Context: an optimization exercise on an open-source flow, tuned for small area, a short achievable clock period and few clock cycles per item. The choices shown serve that exercise and are no tape-out recipe. No functional check of the RTL was part of any run shown here.

<file path="constraint.sdc">
create_clock -name core_clock -period 5.0 [get_ports {s00_axis_aclk}]
set_input_delay 1.0000 -clock core_clock [delete_from_list [all_inputs] [get_ports {s00_axis_aclk}]]
set_output_delay 1.0000 -clock core_clock [all_outputs]
set_load 0.01 [all_outputs]
</file>
<file path="config.mk">
export PLATFORM = sky130hd
export DESIGN_NAME = arctan
export DESIGN_NICKNAME = arctan
export VERILOG_FILES = /design/flow/design.v
export SDC_FILE = /design/flow/constraint.sdc
export NUM_CORES = 4
export LEC_CHECK = 0
export ABC_AREA = 1
export CAP_MARGIN = 20
export CORE_MARGIN = 2
export CORE_UTILIZATION = 40
export SETUP_SLACK_MARGIN = 2.5
export SLEW_MARGIN = 20
</file>
<file path="design.v">
module arctan #
	(
		parameter integer C_S00_AXIS_TDATA_WIDTH	= 32,
		parameter integer C_M00_AXIS_TDATA_WIDTH	= 32,
    parameter integer ITERATIONS = 16
	)
	(
		input wire  s00_axis_aclk, s00_axis_aresetn,
		input wire  s00_axis_tlast, s00_axis_tvalid,
		input wire [C_S00_AXIS_TDATA_WIDTH-1 : 0] s00_axis_tdata,
		input wire [(C_S00_AXIS_TDATA_WIDTH/8)-1: 0] s00_axis_tstrb,
		output logic  s00_axis_tready,
		input wire  m00_axis_aclk, m00_axis_aresetn,
		input wire  m00_axis_tready,
		output logic  m00_axis_tvalid, m00_axis_tlast,
		output logic [C_M00_AXIS_TDATA_WIDTH-1 : 0] m00_axis_tdata,
		output logic [(C_M00_AXIS_TDATA_WIDTH/8)-1: 0] m00_axis_tstrb
	);
  logic ov;   
  wire adv = m00_axis_tready | ~ov;
  assign s00_axis_tready = adv;
  wire signed [15:0] x_in = s00_axis_tdata[15:0];
  wire signed [15:0] y_in = s00_axis_tdata[31:16];
  logic s0_v;
  logic [4:0] s0_side;
  logic signed [15:0] s0_x, s0_y;
  logic [1:0] s0_q;
  logic [0:0] s0_b;
  logic s1_v;
  logic [4:0] s1_side;
  logic signed [15:0] s1_x, s1_y;
  logic [1:0] s1_q;
  logic [1:0] s1_b;
  logic s2_v;
  logic [4:0] s2_side;
  logic signed [15:0] s2_x, s2_y;
  logic [1:0] s2_q;
  logic [2:0] s2_b;
  logic s3_v;
  logic [4:0] s3_side;
  logic signed [15:0] s3_x, s3_y;
  logic [1:0] s3_q;
  logic [3:0] s3_b;
  logic s4_v;
  logic [4:0] s4_side;
  logic signed [15:0] s4_x, s4_y;
  logic [1:0] s4_q;
  logic [4:0] s4_b;
  logic s5_v;
  logic [4:0] s5_side;
  logic signed [15:0] s5_x, s5_y;
  logic [1:0] s5_q;
  logic [5:0] s5_b;
  logic s6_v;
  logic [4:0] s6_side;
  logic signed [15:0] s6_x, s6_y;
  logic [1:0] s6_q;
  logic [6:0] s6_b;
  logic s7_v;
  logic [4:0] s7_side;
  logic signed [15:0] s7_x, s7_y;
  logic [1:0] s7_q;
  logic [7:0] s7_b;
  logic s8_v;
  logic [4:0] s8_side;
  logic signed [15:0] s8_x, s8_y;
  logic [1:0] s8_q;
  logic [8:0] s8_b;
  logic s9_v;
  logic [4:0] s9_side;
  logic signed [15:0] s9_x, s9_y;
  logic [1:0] s9_q;
  logic [9:0] s9_b;
  logic s10_v;
  logic [4:0] s10_side;
  logic signed [15:0] s10_x, s10_y;
  logic [1:0] s10_q;
  logic [10:0] s10_b;
  logic s11_v;
  logic [4:0] s11_side;
  logic signed [15:0] s11_x, s11_y;
  logic [1:0] s11_q;
  logic [11:0] s11_b;
  logic s12_v;
  logic [4:0] s12_side;
  logic signed [15:0] s12_x, s12_y;
  logic [1:0] s12_q;
  logic [12:0] s12_b;
  logic s13_v;
  logic [4:0] s13_side;
  logic signed [15:0] s13_x, s13_y;
  logic [3:0] s13_kpc;
  logic signed [18:0] s13_kk;
  logic [1:0] s13_q;
  logic [13:0] s13_b;
  logic s14_v;
  logic [4:0] s14_side;
  logic signed [18:0] s14_r;
  logic signed [4:0] s14_pc;
  logic [1:0] s14_bl;
  wire c0_neg = x_in[15];
  wire c0_yneg = y_in[15];
  logic signed [15:0] c0_xf, c0_yf;
  assign c0_xf = (x_in ^ {16{c0_neg}}) + 16'(c0_neg);
  assign c0_yf = (y_in ^ {16{c0_neg}}) + 16'(c0_neg);
  wire c0_dn0 = ~c0_yf[15];   
  logic [0:0] c0_b;
  assign c0_b = {c0_dn0};
  always_ff @(posedge s00_axis_aclk) begin
    if (s00_axis_aresetn == 1'b0) s0_v <= 1'b0;
    else if (adv) s0_v <= s00_axis_tvalid;
  end
  always_ff @(posedge s00_axis_aclk) begin
    if (adv) begin
      s0_x <= c0_xf;
      s0_y <= c0_yf;
      s0_q <= {c0_neg, c0_yneg};
      s0_b <= c0_b;
      s0_side <= {s00_axis_tlast, s00_axis_tstrb};
    end
  end
  wire c1_d0 = s0_b[0];   
  logic signed [15:0] c1_x1, c1_y1;
  logic signed [15:0] c1_x1_op;
  assign c1_x1_op = (s0_y >>> 0);
  logic [16:0] c1_x1_s;
  assign c1_x1_s = {s0_x, 1'b1} + {c1_x1_op ^ {16{s0_y[15]}}, s0_y[15]};
  assign c1_x1 = c1_x1_s[16:1];
  logic signed [15:0] c1_y1_op;
  assign c1_y1_op = (s0_x >>> 0);
  logic [16:0] c1_y1_s;
  assign c1_y1_s = {s0_y, 1'b1} + {c1_y1_op ^ {16{c1_d0}}, c1_d0};
  assign c1_y1 = c1_y1_s[16:1];
  wire c1_dn1 = ~c1_y1[15];   
  logic [1:0] c1_b;
  assign c1_b = {c1_dn1, s0_b};
  always_ff @(posedge s00_axis_aclk) begin
    if (s00_axis_aresetn == 1'b0) s1_v <= 1'b0;
    else if (adv) s1_v <= s0_v;
  end
  always_ff @(posedge s00_axis_aclk) begin
    if (adv) begin
      s1_x <= c1_x1;
      s1_y <= c1_y1;
      s1_q <= s0_q;
      s1_b <= c1_b;
      s1_side <= s0_side;
    end
  end
  wire c2_d1 = s1_b[1];   
  logic signed [15:0] c2_x2, c2_y2;
  logic signed [15:0] c2_x2_op;
  assign c2_x2_op = (s1_y >>> 1);
  logic [16:0] c2_x2_s;
  assign c2_x2_s = {s1_x, 1'b1} + {c2_x2_op ^ {16{s1_y[15]}}, s1_y[15]};
  assign c2_x2 = c2_x2_s[16:1];
  logic signed [15:0] c2_y2_op;
  assign c2_y2_op = (s1_x >>> 1);
  logic [16:0] c2_y2_s;
  assign c2_y2_s = {s1_y, 1'b1} + {c2_y2_op ^ {16{c2_d1}}, c2_d1};
  assign c2_y2 = c2_y2_s[16:1];
  wire c2_dn2 = ~c2_y2[15];   
  logic [2:0] c2_b;
  assign c2_b = {c2_dn2, s1_b};
  always_ff @(posedge s00_axis_aclk) begin
    if (s00_axis_aresetn == 1'b0) s2_v <= 1'b0;
    else if (adv) s2_v <= s1_v;
  end
  always_ff @(posedge s00_axis_aclk) begin
    if (adv) begin
      s2_x <= c2_x2;
      s2_y <= c2_y2;
      s2_q <= s1_q;
      s2_b <= c2_b;
      s2_side <= s1_side;
    end
  end
  wire c3_d2 = s2_b[2];   
  logic signed [15:0] c3_x3, c3_y3;
  logic signed [15:0] c3_x3_op;
  assign c3_x3_op = (s2_y >>> 2);
  logic [16:0] c3_x3_s;
  assign c3_x3_s = {s2_x, 1'b1} + {c3_x3_op ^ {16{s2_y[15]}}, s2_y[15]};
  assign c3_x3 = c3_x3_s[16:1];
  logic signed [15:0] c3_y3_op;
  assign c3_y3_op = (s2_x >>> 2);
  logic [16:0] c3_y3_s;
  assign c3_y3_s = {s2_y, 1'b1} + {c3_y3_op ^ {16{c3_d2}}, c3_d2};
  assign c3_y3 = c3_y3_s[16:1];
  wire c3_dn3 = ~c3_y3[15];   
  logic [3:0] c3_b;
  assign c3_b = {c3_dn3, s2_b};
  always_ff @(posedge s00_axis_aclk) begin
    if (s00_axis_aresetn == 1'b0) s3_v <= 1'b0;
    else if (adv) s3_v <= s2_v;
  end
  always_ff @(posedge s00_axis_aclk) begin
    if (adv) begin
      s3_x <= c3_x3;
      s3_y <= c3_y3;
      s3_q <= s2_q;
      s3_b <= c3_b;
      s3_side <= s2_side;
    end
  end
  wire c4_d3 = s3_b[3];   
  logic signed [15:0] c4_x4, c4_y4;
  logic signed [15:0] c4_x4_op;
  assign c4_x4_op = (s3_y >>> 3);
  logic [16:0] c4_x4_s;
  assign c4_x4_s = {s3_x, 1'b1} + {c4_x4_op ^ {16{s3_y[15]}}, s3_y[15]};
  assign c4_x4 = c4_x4_s[16:1];
  logic signed [15:0] c4_y4_op;
  assign c4_y4_op = (s3_x >>> 3);
  logic [16:0] c4_y4_s;
  assign c4_y4_s = {s3_y, 1'b1} + {c4_y4_op ^ {16{c4_d3}}, c4_d3};
  assign c4_y4 = c4_y4_s[16:1];
  wire c4_dn4 = ~c4_y4[15];   
  logic [4:0] c4_b;
  assign c4_b = {c4_dn4, s3_b};
  always_ff @(posedge s00_axis_aclk) begin
    if (s00_axis_aresetn == 1'b0) s4_v <= 1'b0;
    else if (adv) s4_v <= s3_v;
  end
  always_ff @(posedge s00_axis_aclk) begin
    if (adv) begin
      s4_x <= c4_x4;
      s4_y <= c4_y4;
      s4_q <= s3_q;
      s4_b <= c4_b;
      s4_side <= s3_side;
    end
  end
  wire c5_d4 = s4_b[4];   
  logic signed [15:0] c5_x5, c5_y5;
  logic signed [15:0] c5_x5_op;
  assign c5_x5_op = (s4_y >>> 4);
  logic [16:0] c5_x5_s;
  assign c5_x5_s = {s4_x, 1'b1} + {c5_x5_op ^ {16{s4_y[15]}}, s4_y[15]};
  assign c5_x5 = c5_x5_s[16:1];
  logic signed [15:0] c5_y5_op;
  assign c5_y5_op = (s4_x >>> 4);
  logic [16:0] c5_y5_s;
  assign c5_y5_s = {s4_y, 1'b1} + {c5_y5_op ^ {16{c5_d4}}, c5_d4};
  assign c5_y5 = c5_y5_s[16:1];
  wire c5_dn5 = ~c5_y5[15];   
  logic [5:0] c5_b;
  assign c5_b = {c5_dn5, s4_b};
  always_ff @(posedge s00_axis_aclk) begin
    if (s00_axis_aresetn == 1'b0) s5_v <= 1'b0;
    else if (adv) s5_v <= s4_v;
  end
  always_ff @(posedge s00_axis_aclk) begin
    if (adv) begin
      s5_x <= c5_x5;
      s5_y <= c5_y5;
      s5_q <= s4_q;
      s5_b <= c5_b;
      s5_side <= s4_side;
    end
  end
  wire c6_d5 = s5_b[5];   
  logic signed [15:0] c6_x6, c6_y6;
  logic signed [15:0] c6_x6_op;
  assign c6_x6_op = (s5_y >>> 5);
  logic [16:0] c6_x6_s;
  assign c6_x6_s = {s5_x, 1'b1} + {c6_x6_op ^ {16{s5_y[15]}}, s5_y[15]};
  assign c6_x6 = c6_x6_s[16:1];
  logic signed [15:0] c6_y6_op;
  assign c6_y6_op = (s5_x >>> 5);
  logic [16:0] c6_y6_s;
  assign c6_y6_s = {s5_y, 1'b1} + {c6_y6_op ^ {16{c6_d5}}, c6_d5};
  assign c6_y6 = c6_y6_s[16:1];
  wire c6_dn6 = ~c6_y6[15];   
  logic [6:0] c6_b;
  assign c6_b = {c6_dn6, s5_b};
  always_ff @(posedge s00_axis_aclk) begin
    if (s00_axis_aresetn == 1'b0) s6_v <= 1'b0;
    else if (adv) s6_v <= s5_v;
  end
  always_ff @(posedge s00_axis_aclk) begin
    if (adv) begin
      s6_x <= c6_x6;
      s6_y <= c6_y6;
      s6_q <= s5_q;
      s6_b <= c6_b;
      s6_side <= s5_side;
    end
  end
  wire c7_d6 = s6_b[6];   
  logic signed [15:0] c7_x7, c7_y7;
  logic signed [15:0] c7_x7_op;
  assign c7_x7_op = (s6_y >>> 6);
  logic [16:0] c7_x7_s;
  assign c7_x7_s = {s6_x, 1'b1} + {c7_x7_op ^ {16{s6_y[15]}}, s6_y[15]};
  assign c7_x7 = c7_x7_s[16:1];
  logic signed [15:0] c7_y7_op;
  assign c7_y7_op = (s6_x >>> 6);
  logic [16:0] c7_y7_s;
  assign c7_y7_s = {s6_y, 1'b1} + {c7_y7_op ^ {16{c7_d6}}, c7_d6};
  assign c7_y7 = c7_y7_s[16:1];
  wire c7_dn7 = ~c7_y7[15];   
  logic [7:0] c7_b;
  assign c7_b = {c7_dn7, s6_b};
  always_ff @(posedge s00_axis_aclk) begin
    if (s00_axis_aresetn == 1'b0) s7_v <= 1'b0;
    else if (adv) s7_v <= s6_v;
  end
  always_ff @(posedge s00_axis_aclk) begin
    if (adv) begin
      s7_x <= c7_x7;
      s7_y <= c7_y7;
      s7_q <= s6_q;
      s7_b <= c7_b;
      s7_side <= s6_side;
    end
  end
  wire c8_d7 = s7_b[7];   
  logic signed [15:0] c8_x8, c8_y8;
  logic signed [15:0] c8_x8_op;
  assign c8_x8_op = (s7_y >>> 7);
  logic [16:0] c8_x8_s;
  assign c8_x8_s = {s7_x, 1'b1} + {c8_x8_op ^ {16{s7_y[15]}}, s7_y[15]};
  assign c8_x8 = c8_x8_s[16:1];
  logic signed [15:0] c8_y8_op;
  assign c8_y8_op = (s7_x >>> 7);
  logic [16:0] c8_y8_s;
  assign c8_y8_s = {s7_y, 1'b1} + {c8_y8_op ^ {16{c8_d7}}, c8_d7};
  assign c8_y8 = c8_y8_s[16:1];
  wire c8_dn8 = ~c8_y8[15];   
  logic [8:0] c8_b;
  assign c8_b = {c8_dn8, s7_b};
  always_ff @(posedge s00_axis_aclk) begin
    if (s00_axis_aresetn == 1'b0) s8_v <= 1'b0;
    else if (adv) s8_v <= s7_v;
  end
  always_ff @(posedge s00_axis_aclk) begin
    if (adv) begin
      s8_x <= c8_x8;
      s8_y <= c8_y8;
      s8_q <= s7_q;
      s8_b <= c8_b;
      s8_side <= s7_side;
    end
  end
  wire c9_d8 = s8_b[8];   
  logic signed [15:0] c9_x9, c9_y9;
  logic signed [15:0] c9_x9_op;
  assign c9_x9_op = (s8_y >>> 8);
  logic [16:0] c9_x9_s;
  assign c9_x9_s = {s8_x, 1'b1} + {c9_x9_op ^ {16{s8_y[15]}}, s8_y[15]};
  assign c9_x9 = c9_x9_s[16:1];
  logic signed [15:0] c9_y9_op;
  assign c9_y9_op = (s8_x >>> 8);
  logic [16:0] c9_y9_s;
  assign c9_y9_s = {s8_y, 1'b1} + {c9_y9_op ^ {16{c9_d8}}, c9_d8};
  assign c9_y9 = c9_y9_s[16:1];
  wire c9_dn9 = ~c9_y9[15];   
  logic [9:0] c9_b;
  assign c9_b = {c9_dn9, s8_b};
  always_ff @(posedge s00_axis_aclk) begin
    if (s00_axis_aresetn == 1'b0) s9_v <= 1'b0;
    else if (adv) s9_v <= s8_v;
  end
  always_ff @(posedge s00_axis_aclk) begin
    if (adv) begin
      s9_x <= c9_x9;
      s9_y <= c9_y9;
      s9_q <= s8_q;
      s9_b <= c9_b;
      s9_side <= s8_side;
    end
  end
  wire c10_d9 = s9_b[9];   
  logic signed [15:0] c10_x10, c10_y10;
  logic signed [15:0] c10_x10_op;
  assign c10_x10_op = (s9_y >>> 9);
  logic [16:0] c10_x10_s;
  assign c10_x10_s = {s9_x, 1'b1} + {c10_x10_op ^ {16{s9_y[15]}}, s9_y[15]};
  assign c10_x10 = c10_x10_s[16:1];
  logic signed [15:0] c10_y10_op;
  assign c10_y10_op = (s9_x >>> 9);
  logic [16:0] c10_y10_s;
  assign c10_y10_s = {s9_y, 1'b1} + {c10_y10_op ^ {16{c10_d9}}, c10_d9};
  assign c10_y10 = c10_y10_s[16:1];
  wire c10_dn10 = ~c10_y10[15];   
  logic [10:0] c10_b;
  assign c10_b = {c10_dn10, s9_b};
  always_ff @(posedge s00_axis_aclk) begin
    if (s00_axis_aresetn == 1'b0) s10_v <= 1'b0;
    else if (adv) s10_v <= s9_v;
  end
  always_ff @(posedge s00_axis_aclk) begin
    if (adv) begin
      s10_x <= c10_x10;
      s10_y <= c10_y10;
      s10_q <= s9_q;
      s10_b <= c10_b;
      s10_side <= s9_side;
    end
  end
  wire c11_d10 = s10_b[10];   
  logic signed [15:0] c11_x11, c11_y11;
  logic signed [15:0] c11_x11_op;
  assign c11_x11_op = (s10_y >>> 10);
  logic [16:0] c11_x11_s;
  assign c11_x11_s = {s10_x, 1'b1} + {c11_x11_op ^ {16{s10_y[15]}}, s10_y[15]};
  assign c11_x11 = c11_x11_s[16:1];
  logic signed [15:0] c11_y11_op;
  assign c11_y11_op = (s10_x >>> 10);
  logic [16:0] c11_y11_s;
  assign c11_y11_s = {s10_y, 1'b1} + {c11_y11_op ^ {16{c11_d10}}, c11_d10};
  assign c11_y11 = c11_y11_s[16:1];
  wire c11_dn11 = ~c11_y11[15];   
  logic [11:0] c11_b;
  assign c11_b = {c11_dn11, s10_b};
  always_ff @(posedge s00_axis_aclk) begin
    if (s00_axis_aresetn == 1'b0) s11_v <= 1'b0;
    else if (adv) s11_v <= s10_v;
  end
  always_ff @(posedge s00_axis_aclk) begin
    if (adv) begin
      s11_x <= c11_x11;
      s11_y <= c11_y11;
      s11_q <= s10_q;
      s11_b <= c11_b;
      s11_side <= s10_side;
    end
  end
  wire c12_d11 = s11_b[11];   
  logic signed [15:0] c12_x12, c12_y12;
  logic signed [15:0] c12_x12_op;
  assign c12_x12_op = (s11_y >>> 11);
  logic [16:0] c12_x12_s;
  assign c12_x12_s = {s11_x, 1'b1} + {c12_x12_op ^ {16{s11_y[15]}}, s11_y[15]};
  assign c12_x12 = c12_x12_s[16:1];
  logic signed [15:0] c12_y12_op;
  assign c12_y12_op = (s11_x >>> 11);
  logic [16:0] c12_y12_s;
  assign c12_y12_s = {s11_y, 1'b1} + {c12_y12_op ^ {16{c12_d11}}, c12_d11};
  assign c12_y12 = c12_y12_s[16:1];
  wire c12_dn12 = ~c12_y12[15];   
  logic [12:0] c12_b;
  assign c12_b = {c12_dn12, s11_b};
  always_ff @(posedge s00_axis_aclk) begin
    if (s00_axis_aresetn == 1'b0) s12_v <= 1'b0;
    else if (adv) s12_v <= s11_v;
  end
  always_ff @(posedge s00_axis_aclk) begin
    if (adv) begin
      s12_x <= c12_x12;
      s12_y <= c12_y12;
      s12_q <= s11_q;
      s12_b <= c12_b;
      s12_side <= s11_side;
    end
  end
  wire c13_d12 = s12_b[12];   
  logic signed [15:0] c13_x13, c13_y13;
  logic signed [15:0] c13_x13_op;
  assign c13_x13_op = (s12_y >>> 12);
  logic [16:0] c13_x13_s;
  assign c13_x13_s = {s12_x, 1'b1} + {c13_x13_op ^ {16{s12_y[15]}}, s12_y[15]};
  assign c13_x13 = c13_x13_s[16:1];
  logic signed [15:0] c13_y13_op;
  assign c13_y13_op = (s12_x >>> 12);
  logic [16:0] c13_y13_s;
  assign c13_y13_s = {s12_y, 1'b1} + {c13_y13_op ^ {16{c13_d12}}, c13_d12};
  assign c13_y13 = c13_y13_s[16:1];
  logic signed [18:0] c13_k, c13_k0, c13_k1, c13_k2;
  assign c13_k0 = (s12_b[4] ? (s12_b[3] ? (s12_b[2] ? (s12_b[1] ? (s12_b[0] ? 19'sd53037 : 19'sd1567) : (s12_b[0] ? 19'sd22653 : -19'sd28817)) : (s12_b[1] ? (s12_b[0] ? 19'sd36983 : -19'sd14487) : (s12_b[0] ? 19'sd6599 : -19'sd44871))) : (s12_b[2] ? (s12_b[1] ? (s12_b[0] ? 19'sd44889 : -19'sd6581) : (s12_b[0] ? 19'sd14505 : -19'sd36965)) : (s12_b[1] ? (s12_b[0] ? 19'sd28835 : -19'sd22635) : (s12_b[0] ? -19'sd1549 : -19'sd53019)))) : (s12_b[3] ? (s12_b[2] ? (s12_b[1] ? (s12_b[0] ? 19'sd48947 : -19'sd2523) : (s12_b[0] ? 19'sd18563 : -19'sd32907)) : (s12_b[1] ? (s12_b[0] ? 19'sd32893 : -19'sd18577) : (s12_b[0] ? 19'sd2509 : -19'sd48961))) : (s12_b[2] ? (s12_b[1] ? (s12_b[0] ? 19'sd40799 : -19'sd10671) : (s12_b[0] ? 19'sd10415 : -19'sd41055)) : (s12_b[1] ? (s12_b[0] ? 19'sd24745 : -19'sd26725) : (s12_b[0] ? -19'sd5639 : -19'sd57109)))));
  assign c13_k1 = (s12_b[4] ? (s12_b[3] ? (s12_b[2] ? (s12_b[1] ? (s12_b[0] ? 19'sd155980 : 19'sd104510) : (s12_b[0] ? 19'sd125596 : 19'sd74126)) : (s12_b[1] ? (s12_b[0] ? 19'sd139926 : 19'sd88456) : (s12_b[0] ? 19'sd109542 : 19'sd58072))) : (s12_b[2] ? (s12_b[1] ? (s12_b[0] ? 19'sd147832 : 19'sd96362) : (s12_b[0] ? 19'sd117448 : 19'sd65978)) : (s12_b[1] ? (s12_b[0] ? 19'sd131778 : 19'sd80308) : (s12_b[0] ? 19'sd101394 : 19'sd49924)))) : (s12_b[3] ? (s12_b[2] ? (s12_b[1] ? (s12_b[0] ? 19'sd151890 : 19'sd100420) : (s12_b[0] ? 19'sd121506 : 19'sd70036)) : (s12_b[1] ? (s12_b[0] ? 19'sd135836 : 19'sd84366) : (s12_b[0] ? 19'sd105452 : 19'sd53982))) : (s12_b[2] ? (s12_b[1] ? (s12_b[0] ? 19'sd143742 : 19'sd92272) : (s12_b[0] ? 19'sd113358 : 19'sd61888)) : (s12_b[1] ? (s12_b[0] ? 19'sd127688 : 19'sd76218) : (s12_b[0] ? 19'sd97304 : 19'sd45834)))));
  assign c13_k2 = (s12_b[4] ? (s12_b[3] ? (s12_b[2] ? (s12_b[1] ? (s12_b[0] ? -19'sd49906 : -19'sd101376) : (s12_b[0] ? -19'sd80290 : -19'sd131760)) : (s12_b[1] ? (s12_b[0] ? -19'sd65960 : -19'sd117430) : (s12_b[0] ? -19'sd96344 : -19'sd147814))) : (s12_b[2] ? (s12_b[1] ? (s12_b[0] ? -19'sd58054 : -19'sd109524) : (s12_b[0] ? -19'sd88438 : -19'sd139908)) : (s12_b[1] ? (s12_b[0] ? -19'sd74108 : -19'sd125578) : (s12_b[0] ? -19'sd104492 : -19'sd155962)))) : (s12_b[3] ? (s12_b[2] ? (s12_b[1] ? (s12_b[0] ? -19'sd53996 : -19'sd105466) : (s12_b[0] ? -19'sd84380 : -19'sd135850)) : (s12_b[1] ? (s12_b[0] ? -19'sd70050 : -19'sd121520) : (s12_b[0] ? -19'sd100434 : -19'sd151904))) : (s12_b[2] ? (s12_b[1] ? (s12_b[0] ? -19'sd62144 : -19'sd113614) : (s12_b[0] ? -19'sd92528 : -19'sd143998)) : (s12_b[1] ? (s12_b[0] ? -19'sd78198 : -19'sd129668) : (s12_b[0] ? -19'sd108582 : -19'sd160052)))));
  assign c13_k = s12_q[1] ? (s12_q[0] ? c13_k2 : c13_k1) : c13_k0;
  logic [3:0] c13_pc;
  assign c13_pc = (s12_b[12] ? (s12_b[11] ? (s12_b[10] ? (s12_b[9] ? (s12_b[8] ? (s12_b[7] ? (s12_b[6] ? (s12_b[5] ? 4'd8 : 4'd7) : (s12_b[5] ? 4'd7 : 4'd6)) : (s12_b[6] ? (s12_b[5] ? 4'd7 : 4'd6) : (s12_b[5] ? 4'd6 : 4'd5))) : (s12_b[7] ? (s12_b[6] ? (s12_b[5] ? 4'd7 : 4'd6) : (s12_b[5] ? 4'd6 : 4'd5)) : (s12_b[6] ? (s12_b[5] ? 4'd6 : 4'd5) : (s12_b[5] ? 4'd5 : 4'd4)))) : (s12_b[8] ? (s12_b[7] ? (s12_b[6] ? (s12_b[5] ? 4'd7 : 4'd6) : (s12_b[5] ? 4'd6 : 4'd5)) : (s12_b[6] ? (s12_b[5] ? 4'd6 : 4'd5) : (s12_b[5] ? 4'd5 : 4'd4))) : (s12_b[7] ? (s12_b[6] ? (s12_b[5] ? 4'd6 : 4'd5) : (s12_b[5] ? 4'd5 : 4'd4)) : (s12_b[6] ? (s12_b[5] ? 4'd5 : 4'd4) : (s12_b[5] ? 4'd4 : 4'd3))))) : (s12_b[9] ? (s12_b[8] ? (s12_b[7] ? (s12_b[6] ? (s12_b[5] ? 4'd7 : 4'd6) : (s12_b[5] ? 4'd6 : 4'd5)) : (s12_b[6] ? (s12_b[5] ? 4'd6 : 4'd5) : (s12_b[5] ? 4'd5 : 4'd4))) : (s12_b[7] ? (s12_b[6] ? (s12_b[5] ? 4'd6 : 4'd5) : (s12_b[5] ? 4'd5 : 4'd4)) : (s12_b[6] ? (s12_b[5] ? 4'd5 : 4'd4) : (s12_b[5] ? 4'd4 : 4'd3)))) : (s12_b[8] ? (s12_b[7] ? (s12_b[6] ? (s12_b[5] ? 4'd6 : 4'd5) : (s12_b[5] ? 4'd5 : 4'd4)) : (s12_b[6] ? (s12_b[5] ? 4'd5 : 4'd4) : (s12_b[5] ? 4'd4 : 4'd3))) : (s12_b[7] ? (s12_b[6] ? (s12_b[5] ? 4'd5 : 4'd4) : (s12_b[5] ? 4'd4 : 4'd3)) : (s12_b[6] ? (s12_b[5] ? 4'd4 : 4'd3) : (s12_b[5] ? 4'd3 : 4'd2)))))) : (s12_b[10] ? (s12_b[9] ? (s12_b[8] ? (s12_b[7] ? (s12_b[6] ? (s12_b[5] ? 4'd7 : 4'd6) : (s12_b[5] ? 4'd6 : 4'd5)) : (s12_b[6] ? (s12_b[5] ? 4'd6 : 4'd5) : (s12_b[5] ? 4'd5 : 4'd4))) : (s12_b[7] ? (s12_b[6] ? (s12_b[5] ? 4'd6 : 4'd5) : (s12_b[5] ? 4'd5 : 4'd4)) : (s12_b[6] ? (s12_b[5] ? 4'd5 : 4'd4) : (s12_b[5] ? 4'd4 : 4'd3)))) : (s12_b[8] ? (s12_b[7] ? (s12_b[6] ? (s12_b[5] ? 4'd6 : 4'd5) : (s12_b[5] ? 4'd5 : 4'd4)) : (s12_b[6] ? (s12_b[5] ? 4'd5 : 4'd4) : (s12_b[5] ? 4'd4 : 4'd3))) : (s12_b[7] ? (s12_b[6] ? (s12_b[5] ? 4'd5 : 4'd4) : (s12_b[5] ? 4'd4 : 4'd3)) : (s12_b[6] ? (s12_b[5] ? 4'd4 : 4'd3) : (s12_b[5] ? 4'd3 : 4'd2))))) : (s12_b[9] ? (s12_b[8] ? (s12_b[7] ? (s12_b[6] ? (s12_b[5] ? 4'd6 : 4'd5) : (s12_b[5] ? 4'd5 : 4'd4)) : (s12_b[6] ? (s12_b[5] ? 4'd5 : 4'd4) : (s12_b[5] ? 4'd4 : 4'd3))) : (s12_b[7] ? (s12_b[6] ? (s12_b[5] ? 4'd5 : 4'd4) : (s12_b[5] ? 4'd4 : 4'd3)) : (s12_b[6] ? (s12_b[5] ? 4'd4 : 4'd3) : (s12_b[5] ? 4'd3 : 4'd2)))) : (s12_b[8] ? (s12_b[7] ? (s12_b[6] ? (s12_b[5] ? 4'd5 : 4'd4) : (s12_b[5] ? 4'd4 : 4'd3)) : (s12_b[6] ? (s12_b[5] ? 4'd4 : 4'd3) : (s12_b[5] ? 4'd3 : 4'd2))) : (s12_b[7] ? (s12_b[6] ? (s12_b[5] ? 4'd4 : 4'd3) : (s12_b[5] ? 4'd3 : 4'd2)) : (s12_b[6] ? (s12_b[5] ? 4'd3 : 4'd2) : (s12_b[5] ? 4'd2 : 4'd1))))))) : (s12_b[11] ? (s12_b[10] ? (s12_b[9] ? (s12_b[8] ? (s12_b[7] ? (s12_b[6] ? (s12_b[5] ? 4'd7 : 4'd6) : (s12_b[5] ? 4'd6 : 4'd5)) : (s12_b[6] ? (s12_b[5] ? 4'd6 : 4'd5) : (s12_b[5] ? 4'd5 : 4'd4))) : (s12_b[7] ? (s12_b[6] ? (s12_b[5] ? 4'd6 : 4'd5) : (s12_b[5] ? 4'd5 : 4'd4)) : (s12_b[6] ? (s12_b[5] ? 4'd5 : 4'd4) : (s12_b[5] ? 4'd4 : 4'd3)))) : (s12_b[8] ? (s12_b[7] ? (s12_b[6] ? (s12_b[5] ? 4'd6 : 4'd5) : (s12_b[5] ? 4'd5 : 4'd4)) : (s12_b[6] ? (s12_b[5] ? 4'd5 : 4'd4) : (s12_b[5] ? 4'd4 : 4'd3))) : (s12_b[7] ? (s12_b[6] ? (s12_b[5] ? 4'd5 : 4'd4) : (s12_b[5] ? 4'd4 : 4'd3)) : (s12_b[6] ? (s12_b[5] ? 4'd4 : 4'd3) : (s12_b[5] ? 4'd3 : 4'd2))))) : (s12_b[9] ? (s12_b[8] ? (s12_b[7] ? (s12_b[6] ? (s12_b[5] ? 4'd6 : 4'd5) : (s12_b[5] ? 4'd5 : 4'd4)) : (s12_b[6] ? (s12_b[5] ? 4'd5 : 4'd4) : (s12_b[5] ? 4'd4 : 4'd3))) : (s12_b[7] ? (s12_b[6] ? (s12_b[5] ? 4'd5 : 4'd4) : (s12_b[5] ? 4'd4 : 4'd3)) : (s12_b[6] ? (s12_b[5] ? 4'd4 : 4'd3) : (s12_b[5] ? 4'd3 : 4'd2)))) : (s12_b[8] ? (s12_b[7] ? (s12_b[6] ? (s12_b[5] ? 4'd5 : 4'd4) : (s12_b[5] ? 4'd4 : 4'd3)) : (s12_b[6] ? (s12_b[5] ? 4'd4 : 4'd3) : (s12_b[5] ? 4'd3 : 4'd2))) : (s12_b[7] ? (s12_b[6] ? (s12_b[5] ? 4'd4 : 4'd3) : (s12_b[5] ? 4'd3 : 4'd2)) : (s12_b[6] ? (s12_b[5] ? 4'd3 : 4'd2) : (s12_b[5] ? 4'd2 : 4'd1)))))) : (s12_b[10] ? (s12_b[9] ? (s12_b[8] ? (s12_b[7] ? (s12_b[6] ? (s12_b[5] ? 4'd6 : 4'd5) : (s12_b[5] ? 4'd5 : 4'd4)) : (s12_b[6] ? (s12_b[5] ? 4'd5 : 4'd4) : (s12_b[5] ? 4'd4 : 4'd3))) : (s12_b[7] ? (s12_b[6] ? (s12_b[5] ? 4'd5 : 4'd4) : (s12_b[5] ? 4'd4 : 4'd3)) : (s12_b[6] ? (s12_b[5] ? 4'd4 : 4'd3) : (s12_b[5] ? 4'd3 : 4'd2)))) : (s12_b[8] ? (s12_b[7] ? (s12_b[6] ? (s12_b[5] ? 4'd5 : 4'd4) : (s12_b[5] ? 4'd4 : 4'd3)) : (s12_b[6] ? (s12_b[5] ? 4'd4 : 4'd3) : (s12_b[5] ? 4'd3 : 4'd2))) : (s12_b[7] ? (s12_b[6] ? (s12_b[5] ? 4'd4 : 4'd3) : (s12_b[5] ? 4'd3 : 4'd2)) : (s12_b[6] ? (s12_b[5] ? 4'd3 : 4'd2) : (s12_b[5] ? 4'd2 : 4'd1))))) : (s12_b[9] ? (s12_b[8] ? (s12_b[7] ? (s12_b[6] ? (s12_b[5] ? 4'd5 : 4'd4) : (s12_b[5] ? 4'd4 : 4'd3)) : (s12_b[6] ? (s12_b[5] ? 4'd4 : 4'd3) : (s12_b[5] ? 4'd3 : 4'd2))) : (s12_b[7] ? (s12_b[6] ? (s12_b[5] ? 4'd4 : 4'd3) : (s12_b[5] ? 4'd3 : 4'd2)) : (s12_b[6] ? (s12_b[5] ? 4'd3 : 4'd2) : (s12_b[5] ? 4'd2 : 4'd1)))) : (s12_b[8] ? (s12_b[7] ? (s12_b[6] ? (s12_b[5] ? 4'd4 : 4'd3) : (s12_b[5] ? 4'd3 : 4'd2)) : (s12_b[6] ? (s12_b[5] ? 4'd3 : 4'd2) : (s12_b[5] ? 4'd2 : 4'd1))) : (s12_b[7] ? (s12_b[6] ? (s12_b[5] ? 4'd3 : 4'd2) : (s12_b[5] ? 4'd2 : 4'd1)) : (s12_b[6] ? (s12_b[5] ? 4'd2 : 4'd1) : (s12_b[5] ? 4'd1 : 4'd0))))))));
  wire c13_dn13 = ~c13_y13[15];   
  logic [13:0] c13_b;
  assign c13_b = {c13_dn13, s12_b};
  always_ff @(posedge s00_axis_aclk) begin
    if (s00_axis_aresetn == 1'b0) s13_v <= 1'b0;
    else if (adv) s13_v <= s12_v;
  end
  always_ff @(posedge s00_axis_aclk) begin
    if (adv) begin
      s13_x <= c13_x13;
      s13_y <= c13_y13;
      s13_kpc <= c13_pc;
      s13_kk <= c13_k;
      s13_q <= s12_q;
      s13_b <= c13_b;
      s13_side <= s12_side;
    end
  end
  wire c14_d13 = s13_b[13];   
  logic signed [15:0] c14_y14;
  logic signed [15:0] c14_y14_op;
  assign c14_y14_op = (s13_x >>> 13);
  logic [16:0] c14_y14_s;
  assign c14_y14_s = {s13_y, 1'b1} + {c14_y14_op ^ {16{c14_d13}}, c14_d13};
  assign c14_y14 = c14_y14_s[16:1];
  wire c14_d14 = ~c14_y14[15];   
  logic signed [18:0] c14_k;
  assign c14_k = s13_kk;
  logic [18:0] c14_bv;
  assign c14_bv = {1'b0, 1'b0, 1'b0, 1'b0, 1'b0, 1'b0, 1'b0, s13_b[5], s13_b[6], s13_b[7], s13_b[8], s13_b[9], s13_b[10], s13_b[11], s13_b[12], 1'b0, 1'b0, 1'b0, 1'b0};
  logic signed [18:0] c14_r;
  logic [8:0] c14_lo;
  assign c14_lo = {1'b0, c14_k[11:4]} + {1'b0, c14_bv[11:4]};
  logic [6:0] c14_h0, c14_h1;
  assign c14_h0 = c14_k[18:12];
  assign c14_h1 = c14_k[18:12] + 7'd1;
  assign c14_r = {c14_lo[8] ? c14_h1 : c14_h0, c14_lo[7:0], c14_k[3:0]};
  logic [3:0] c14_pc;
  assign c14_pc = s13_kpc;
  logic signed [4:0] c14_t;
  assign c14_t = {3'b000, s13_b[13], s13_b[13]} - {1'b0, c14_pc};
  logic [14:0] c14_b;
  assign c14_b = {c14_d14, s13_b};
  always_ff @(posedge s00_axis_aclk) begin
    if (s00_axis_aresetn == 1'b0) s14_v <= 1'b0;
    else if (adv) s14_v <= s13_v;
  end
  always_ff @(posedge s00_axis_aclk) begin
    if (adv) begin
      s14_r <= c14_r;
      s14_pc <= c14_t;
      s14_bl <= c14_b[14:13];
      s14_side <= s13_side;
    end
  end
  logic signed [18:0] c15_ph;
  logic [18:0] c15_su;
  assign c15_su = {s14_r[18:1], 1'b1} + {18'(s14_pc), s14_bl[1]};
  assign c15_ph = {c15_su[18:1], s14_r[0]};
  logic signed [18:0] o_ph;
  logic [4:0] o_side;
  always_ff @(posedge s00_axis_aclk) begin
    if (s00_axis_aresetn == 1'b0) ov <= 1'b0;
    else if (adv) ov <= s14_v;
  end
  always_ff @(posedge s00_axis_aclk) begin
    if (adv) begin
      o_ph <= c15_ph;
      o_side <= s14_side;
    end
  end
  assign m00_axis_tvalid = ov;
  logic o_nsx;
  always_ff @(posedge s00_axis_aclk) begin
    if (adv) o_nsx <= ~c15_ph[18];
  end
  assign m00_axis_tdata = {{(C_M00_AXIS_TDATA_WIDTH-19){~o_nsx}}, o_ph};
  assign m00_axis_tlast = o_side[4];
  assign m00_axis_tstrb = o_side[3:0];
endmodule
</file>
<file path="run.sh">
#!/bin/bash
# synth_recipe.tcl (not shown) runs the flow's synth.tcl, then flattens the netlist and writes it again
# the make line also repeats each setting of config.mk as NAME=value (left out here)
make -C /OpenROAD-flow-scripts/flow DESIGN_CONFIG=/design/flow/config.mk WORK_HOME=/design/flow/orfs CLKGATE_MAP_FILE= SYNTH_SCRIPT=/design/flow/synth_recipe.tcl finish
</file>
==> flow_summary.toml, run 1 <==
[sta]
post-route-min-period_ps = 2556
hold_viol = 0
maxSlewHeadroom_pct = 35.45
clock.fmax_ghz = 0.3913
fin_crit_sh_pct = 51.12
slew_viol_final = 0
fin_setup_tns_ps = 0
tightestPinTransition_ps = 968.3
rsz0062_at_grt = "yes"
setup-violations-final = 0
clock_skew_ps = 17.26

[route]
drt_iter0_markers = 2178
drt_first_pass_iters = 5
wirelength_mm = 109.1
drc_errors = 0
avgRoutedWirePerCell_um = 14.97
ant_nets = 0
viasPerCell = 4.955
dr_total_vias = 36110

[logic_synthesis]
yosys.area.top_type = "edfxtp_1"
avgSynthCellArea_um2 = 8.872
syn-num-nets = 5832
yosysMostFrequentCell = "nand2_1"
synth_top_area_share_pct = 44.38
ys_seq_area_share_pct = 45.05
yosys_register_bits = 725
netlist_top_cells_count = "nand2_1, edfxtp_1, xor2_1"
syn_area_um2 = 47970
ys.flop_type = "edfxtp_1"
ys_warn_count = 1
yosys-top-cells-area = "edfxtp_1, nand2_1, ha_1, xor2_1, nand3_1"
postSynthCellCount = 5407
ys_async_sr_fraction_pct = 0
synth_cell_types = 52
synth_enable_flop_cells = 709

[worst_setup_path]
cpPeakStageDelay_ps = 460
cp_slowest_cell = "edfxtp_1"
reg2regPathDepth = 9
crit_path_end_kind = "output port"
r2r_slack_ps = 2600
cp_max_fo = 4
criticalPathCategory = "reg2out"
cpLargestDelayFamily = "flip-flops"
crit_cells = 4
worst-path-buf-inv = 4
cp_common_cell = "buf_6"
startpoint_type = "register"
reg2reg_from = "s9_b[9]"
cp_cell_sequence = "buf_6 -> inv_6 -> buf_6 -> buf_6"
critPathArrivalTime_ps = 1560
r2r_end = "s10_y[13]"
required_ps = 4000

[min_path]
hold-path-cell-count = 0
hp-start = "s11_b[7]"
whs_endpoint = "s12_b[7]"
hold_path_class = "reg2reg"

[floorplan]
die_h_um = 350.3
dieArea_um2 = 122700
io_pins = 82
start_util_pct = 40.15
core_um2 = 119500
rows = 127
die_w_um = 350.3

[status]
status = "complete, no violations"

[clock_tree]
tritoncts = "built"
cts_root_buffer = "clkbuf_16"
htreeDepth = 3
path_clk_slew_ps = 60
hold_buffers = 0
clock_latency_ps = 690
cts_buffers = 86
clock_path_buffers = 3
cts.sinks = 725

[grt]
grt_start_max_net_pins = 180
overflow = 0
track_usage_pct = 17.61
grt_pass1_vias = 33970
grt_pass1_wl_mm = 174.3
antenna_found_initial = 4

[placed_design]
dp_hpwl_mm = 82.22
dp_cells = 7028
gp_congestion = 0.8878
io_buffers = 79

[run]
max_cap_viol_count = 0

[finish]
finalNonFillerCells = 7288
drive_above_1_share_pct = 5.638
fin_nets = 6036
antenna_cells = 0
syn2layout_area_growth_pct = 13.50
top_regs = "o_ph: 19 flops, s13_kk: 19 flops, s14_r: 19 flops"
==> through the flow <==
stage / util [%] / setup slack, ps / area, µm² / hold slack, ps
2_1_floorplan: - / 1064 / 48020 / 400.3
3_3_place_gp: 42.20 / 1443 / 50420 / 400.8
3_5_place_dp: 42.20 / 1451 / 50420 / 404.5
4_1_cts: 45.02 / 2268 / 53790 / 409.0
5_1_grt: 45.57 / 2374 / 54450 / 414.8
6_report: 45.57 / 2444 / 54450 / 409.3
==> area by class of cell <==
class | instances | area [µm²]
Multi-Input combinational cell | 4111 | 24290
Tap cell | 1612 | 2017
Clock inverter | 46 | 549.3
Inverter | 493 | 1869
Sequential cell | 725 | 21610
Fill cell | 11550 | 65050
Timing Repair inverter | 2 | 13.76
Clock buffer | 107 | 2337
Timing Repair Buffer | 192 | 1759
==> routing by layer <==
layer | track usage, % | share of wire (%) | vias to the layer above | routed length (µm)
met5 | 0 | 0.012 | - | 13
met4 | 6.972 | 3.5 | 2 | 3784
met3 | 2.423 | 3.8 | 193 | 4189
met2 | 29.96 | 47 | 654 | 51650
met1 | 22.62 | 45 | 16570 | 49450
li1 | - | - | 18700 | -
==> worst reg2reg max path, cell delays in order (launching register included) <==
cell and delay, ps:
edfxtp_1 490, buf_4 220, xor2_1 260, ha_1 340
a21oi_1 210, o21ai_0 200, o21ai_1 240, nand2_1 90
nand2_1 60, nand2_1 50
==> cells in the final DEF, fill, tap and decap left out, types with 38 or more instances in the layout <==
master,count
a21o_1,55
a21oi_1,309
buf_4,93
clkbuf_16,91
clkdlybuf4s50_1,38
edfxtp_1,709
ha_1,379
inv_1,485
nand2_1,1426
nand3_1,404
nor2_1,454
nor3_1,80
o21ai_0,147
o21bai_1,38
xnor2_1,82
xor2_1,512
==> what timing repair did <==
action                                  in CTS  in global routing
cloned                                       2                  1
endpoints found under the setup margin     261                144
setup buffers                               54                 50
pin swaps                                    2                  8
resized for setup                          111                 64
==> cell families (layout without fill, tap and decap cells) <==
logic type,Yosys count,count (layout),synth area share [%]
xor+xnor,611,612,11.23
flops,725,725,45.05
compound gates,657,657,7.728
buf+inv,572,840,4.875
fa+ha+maj,382,382,10.01
simple gates,2460,2460,21.11
==> worst max path at each step <==
stage                                from                 end
after floorplan           m00_axis_tready     s00_axis_tready
after global placement    m00_axis_tready     s00_axis_tready
after detailed placement  m00_axis_tready     s00_axis_tready
after CTS                 m00_axis_tready     s00_axis_tready
after global routing                o_nsx  m00_axis_tdata[28]
final                               o_nsx  m00_axis_tdata[28]
==> run 2: changes to the inputs <==
--- a/design.v
+++ b/design.v
@@ -552,3 +552,3 @@
   end
-  assign m00_axis_tdata = {{(C_M00_AXIS_TDATA_WIDTH-19){~o_nsx}}, o_ph};
+  assign m00_axis_tdata = {{(C_M00_AXIS_TDATA_WIDTH-25){~o_nsx}}, {6{o_ph[18]}}, o_ph};
   assign m00_axis_tlast = o_side[4];
==> flow_summary.toml, run 2 <==
[min_path]
hold_path_class = "reg2reg"

[logic_synthesis]
ys_warn_count = 1
synth_top_area_share_pct = 44.38
ys_async_sr_fraction_pct = 0
synth_cell_types = 52
postSynthCellCount = 5407
yosys_register_bits = 725
yosys.area.top_type = "edfxtp_1"
yosysMostFrequentCell = "nand2_1"
synth_enable_flop_cells = 709
ys.flop_type = "edfxtp_1"
ys_seq_area_share_pct = 45.05
netlist_top_cells_count = "nand2_1, edfxtp_1, xor2_1"
syn_area_um2 = 47970
avgSynthCellArea_um2 = 8.872
yosys-top-cells-area = "edfxtp_1, nand2_1, ha_1, xor2_1, nand3_1"
syn-num-nets = 5832

[worst_setup_path]
cpPeakStageDelay_ps = 260
cp_max_fo = 2
critPathArrivalTime_ps = 1730
cp_slowest_cell = "dlygate4sd2_1"
cp_cell_sequence = "dlygate4sd2_1 -> nor2_4 -> inv_12 -> buf_4"
criticalPathCategory = "in2out"
crit_path_end_kind = "output port"
startpoint_type = "primary input"
required_ps = 4000

[floorplan]
io_pins = 82
dieArea_um2 = 122700
die_w_um = 350.3
die_h_um = 350.3
start_util_pct = 40.15
core_um2 = 119500
rows = 127

[grt]
grt_start_max_net_pins = 166
track_usage_pct = 17.88
antenna_found_initial = 1
grt_pass1_vias = 34500
grt_pass1_wl_mm = 178.0
overflow = 0

[route]
wirelength_mm = 109.8
dr_total_vias = 36040
drt_iter0_markers = 2169
viasPerCell = 4.941
drt_first_pass_iters = 7
ant_nets = 0
drc_errors = 0
avgRoutedWirePerCell_um = 15.05

[clock_tree]
htreeDepth = 3
hold_buffers = 0
clock_path_buffers = 3
clock_latency_ps = 670
tritoncts = "built"
cts.sinks = 725
cts_root_buffer = "clkbuf_16"
path_clk_slew_ps = 50
cts_buffers = 86

[sta]
fin_crit_sh_pct = 54.54
fin_setup_tns_ps = 0
rsz0062_at_grt = "yes"
slew_viol_final = 0
worst_slack_ps = 2273
clock_skew_ps = 41.71
post-route-min-period_ps = 2727
clock.fmax_ghz = 0.3667
whs_ps = 405.6
hold_viol = 0
tightestPinTransition_ps = 942.4
maxSlewHeadroom_pct = 37.17
setup-violations-final = 0

[finish]
finalNonFillerCells = 7294
multiInputGateArea_um2 = 24340
fillCellCount = 11590
drive_above_1_share_pct = 5.808
top_regs = "o_ph: 19 flops, s13_kk: 19 flops, s14_r: 19 flops"
syn2layout_area_growth_pct = 13.59
final_common_cell = "nand2_1"
antenna_cells = 0
fin_nets = 6036
ff_latch_area_um2 = 21610
final_cell_mix = "nand2_1, edfxtp_1, xor2_1"

[placed_design]
io_buffers = 79
dp_slack_ps = 1338
dp_hpwl_mm = 82.75
dp_cells = 7029
gp_congestion = 0.8701

[run]
max_cap_viol_count = 0

[status]
status = "complete, no violations"
## run 2: cell families (layout without fill, tap and decap cells)
| family | count (synthesis) | in the layout | share of synthesized area (%) |
|---|---|---|---|
| adders and majority gates | 382 | 382 | 10.01 |
| and+or+nand+nor | 2460 | 2460 | 21.11 |
| xor gates and xnor gates | 611 | 611 | 11.23 |
| buffers and inverters | 572 | 847 | 4.875 |
| AOI/OAI and AO/OA | 657 | 657 | 7.728 |
| DFF | 725 | 725 | 45.05 |
## run 2: worst paths after layout
path                     end  cells past startpoint             from  slack (ps)
max          s00_axis_tready                      4  m00_axis_tready        2270
min               s8_side[3]                      0       s7_side[3]         410
max reg2reg        s14_bl[1]                      8        s13_b[13]        2610
min reg2reg       s8_side[3]                      0       s7_side[3]         410
## run 2: repair_timing
item	4_1_cts	5_1_grt
gates resized for setup	68	74
setup buffers	65	40
endpoints found under the hold margin	0	0
pin swaps	1	16
cloned	1	0
setup endpoints to repair	353	140
## run 2: through the flow
| stage | util, % | area [µm²] |
|---|---|---|
| 2_1_floorplan | - | 48020 |
| 3_3_place_gp | 42.20 | 50430 |
| 3_5_place_dp | 42.20 | 50430 |
| 4_1_cts | 45.14 | 53940 |
| 5_1_grt | 45.60 | 54490 |
| 6_report | 45.60 | 54490 |
## run 2: final cells by class
class	instances	area share, %
clock inverter	62	1.130
tap	1612	3.701
timing repair buffer	194	3.283
inverter	493	3.433
timing repair inverter	1	0.01607
multi-input combinational	4110	44.68
clock buffer	97	4.103
sequential	725	39.66
## run 2: worst max-delay path, delay by kind of cell
kind	cells	cell delay, ps
buf+inv	3	500
simple gates	1	220
## run 2: metal layers
layer	GRT usage [%]	wire, µm
met5	0	0
met4	6.009	3366
met3	2.402	4356
met2	31.07	52840
met1	22.85	49240
==> run 3: changes to the inputs <==
--- a/config.mk
+++ b/config.mk
@@ -11,3 +11,3 @@
 export CORE_UTILIZATION = 40
-export SETUP_SLACK_MARGIN = 2.5
+export SETUP_SLACK_MARGIN = 2.6
 export SLEW_MARGIN = 20
==> flow_summary.toml, run 3 <==
[route]
dr_total_vias = 36520
avgRoutedWirePerCell_um = 15.23
drt_iter0_markers = 2279
dr_wl_met2_mm = 54.88
drc_errors = 0
wirelength_mm = 112.0
wl_met1_mm = 49.53
highest_layer = "met4"
ant_nets = 0
wl_met3_mm = 4.052
viasPerCell = 4.966
drt_first_pass_iters = 6

[sta]
setup-violations-final = 0
hold_viol = 0
fin_crit_sh_pct = 50.39
clock.fmax_ghz = 0.3969
slew_viol_final = 0
fin_setup_tns_ps = 0
post-route-min-period_ps = 2519
tightestPinTransition_ps = 840.5
rsz0062_at_grt = "yes"
clock_skew_ps = 46.21
maxSlewHeadroom_pct = 43.97
worst_slack_ps = 2481

[floorplan]
die_h_um = 350.3
dieArea_um2 = 122700
die_w_um = 350.3
core_um2 = 119500
start_util_pct = 40.15
io_pins = 82
rows = 127

[logic_synthesis]
yosys.area_share.simple_pct = 21.11
synth_enable_flop_cells = 709
synth_top_area_share_pct = 44.38
ys_async_sr_fraction_pct = 0
avgSynthCellArea_um2 = 8.872
syn-num-nets = 5832
synthXorXnorAreaFrac_pct = 11.23
synth-compound-area-share_pct = 7.728
yosys.area.top_type = "edfxtp_1"
synthAdderAreaFrac_pct = 10.01
synth_top_family_by_area = "simple AND/OR/NAND/NOR gates"
ys.flop_type = "edfxtp_1"
netlist_top_cells_count = "nand2_1, edfxtp_1, xor2_1"
synth_cell_types = 52
yosysMostFrequentCell = "nand2_1"
synthMuxAreaShare_pct = 0
yosys-top-cells-area = "edfxtp_1, nand2_1, ha_1, xor2_1, nand3_1"
postSynthCellCount = 5407
yosys_register_bits = 725
ys_seq_area_share_pct = 45.05
ys_warn_count = 1
syn_area_um2 = 47970

[grt]
grt_start_max_net_pins = 150
track_usage_pct = 17.91
grt_pass1_vias = 34770
antenna_found_initial = 0
grt_pass1_wl_mm = 178.0
overflow = 0

[finish]
syn2layout_area_growth_pct = 17.04
final_cell_mix = "nand2_1, edfxtp_1, xor2_1"
top_regs = "o_ph: 19 flops, s13_kk: 19 flops, s14_r: 19 flops"
fin_nets = 6095
finalNonFillerCells = 7355
antenna_cells = 0
drive_above_1_share_pct = 10.45
final_common_cell = "nand2_1"

[status]
status = "complete, no violations"

[placed_design]
io_buffers = 79
dp_cells = 7030
dp_hpwl_mm = 83.31
dp_slack_ps = 1487
gp_congestion = 0.8803

[worst_setup_path]
required_ps = 4000
critPathArrivalTime_ps = 1520
crit_path_end_kind = "output port"
criticalPathCategory = "in2out"
cp_max_fo = 3
startpoint_type = "primary input"
r2r_slack_ps = 2660

[clock_tree]
cts_root_buffer = "clkbuf_16"
cts_buffers = 88
cts.sinks = 725
tritoncts = "built"
path_clk_slew_ps = 50
clock_path_buffers = 3
clock_latency_ps = 680
htreeDepth = 3

[min_path]
hold_path_class = "reg2reg"

[run]
max_cap_viol_count = 0
## run 3: worst paths after layout
path / start / to / cells after the start
max: m00_axis_tready / s00_axis_tready / 4
min: s5_q[1] / s6_q[1] / 0
max reg2reg: s12_b[12] / s13_b[13] / 11
min reg2reg: s5_q[1] / s6_q[1] / 0
## run 3: cell type report
| cell class | instances | area (µm²) |
|---|---|---|
| Inverter | 493 | 1868 |
| Fill cell | 11470 | 63350 |
| Clock buffer | 111 | 2351 |
| Multi-Input combinational cell | 4110 | 25300 |
| Sequential cell | 725 | 21610 |
| Tap cell | 1612 | 2017 |
| Clock inverter | 52 | 596.8 |
| Timing Repair Buffer | 252 | 2400 |
## run 3: cells by family after synthesis
family | after synthesis
DFF | 725
and+or+nand+nor | 2460
xor gates and xnor gates | 611
buffers and inverters | 572
adders and majority gates | 382
AOI/OAI and AO/OA | 657
## run 3: metrics by stage
stage | cell area (µm²) | hold WS, ps | util, %
2_1_floorplan | 48060 | 400.3 | -
3_3_place_gp | 50490 | 400.8 | 42.25
3_5_place_dp | 50490 | 404.5 | 42.25
4_1_cts | 54290 | 386.8 | 45.44
5_1_grt | 56150 | 395.0 | 46.99
6_report | 56150 | 397.5 | 46.99
## run 3: worst max-delay path, stage by stage
cell	delay (ps)
clkbuf_2	100
nor2_4	180
inv_8	80
buf_6	140
## run 3: repair_timing
action                     in CTS  in global routing
setup buffers                  81                 80
pin swaps                       6                 82
setup endpoints to repair     668                332
hold buffers                    0                  0
cloned                          1                  0
resized for setup             134                322
## run 3: routing by layer
metal	track usage [%]	up-vias
li1	-	18810
met1	22.68	16910
met2	31.55	625
met3	2.243	184
met4	5.930	0
met5	0	-

re-timing with driven ports:
The results above use ideal ports. As a check the final layouts listed here were re-extracted and re-timed, cells and wires unchanged.
Step 1 sets driving cells, clkbuf_16 on the clock port and buf_2 on the other inputs (assumed; they add their load-dependent delay and slew).
Step 2, shift: input delay + t, output delay - t, t = (earliest + latest rising clock arrival at the registers) / 2. This alone moves slack from input paths to output paths.
Slacks: no drivers / after step 1 / after step 2; pairs: no drivers / after step 1.
| run | t, ns | slack for setup (ns) | clock arrival spread, ns |
|---|---|---|---|
| run 1 | 0.752 | 2.444 / 2.370 / 1.972 | 0.026 / 0.026 |
| run 2 | 0.728 | 2.273 / 2.256 / 1.955 | 0.054 / 0.054 |
| run 3 | 0.726 | 2.481 / 2.460 / 2.098 | 0.046 / 0.046 |
After both steps every run listed still meets setup and hold. The setup slack of run 1, which loses most, moves by -0.074 ns with the drivers and by -0.472 ns with both steps.
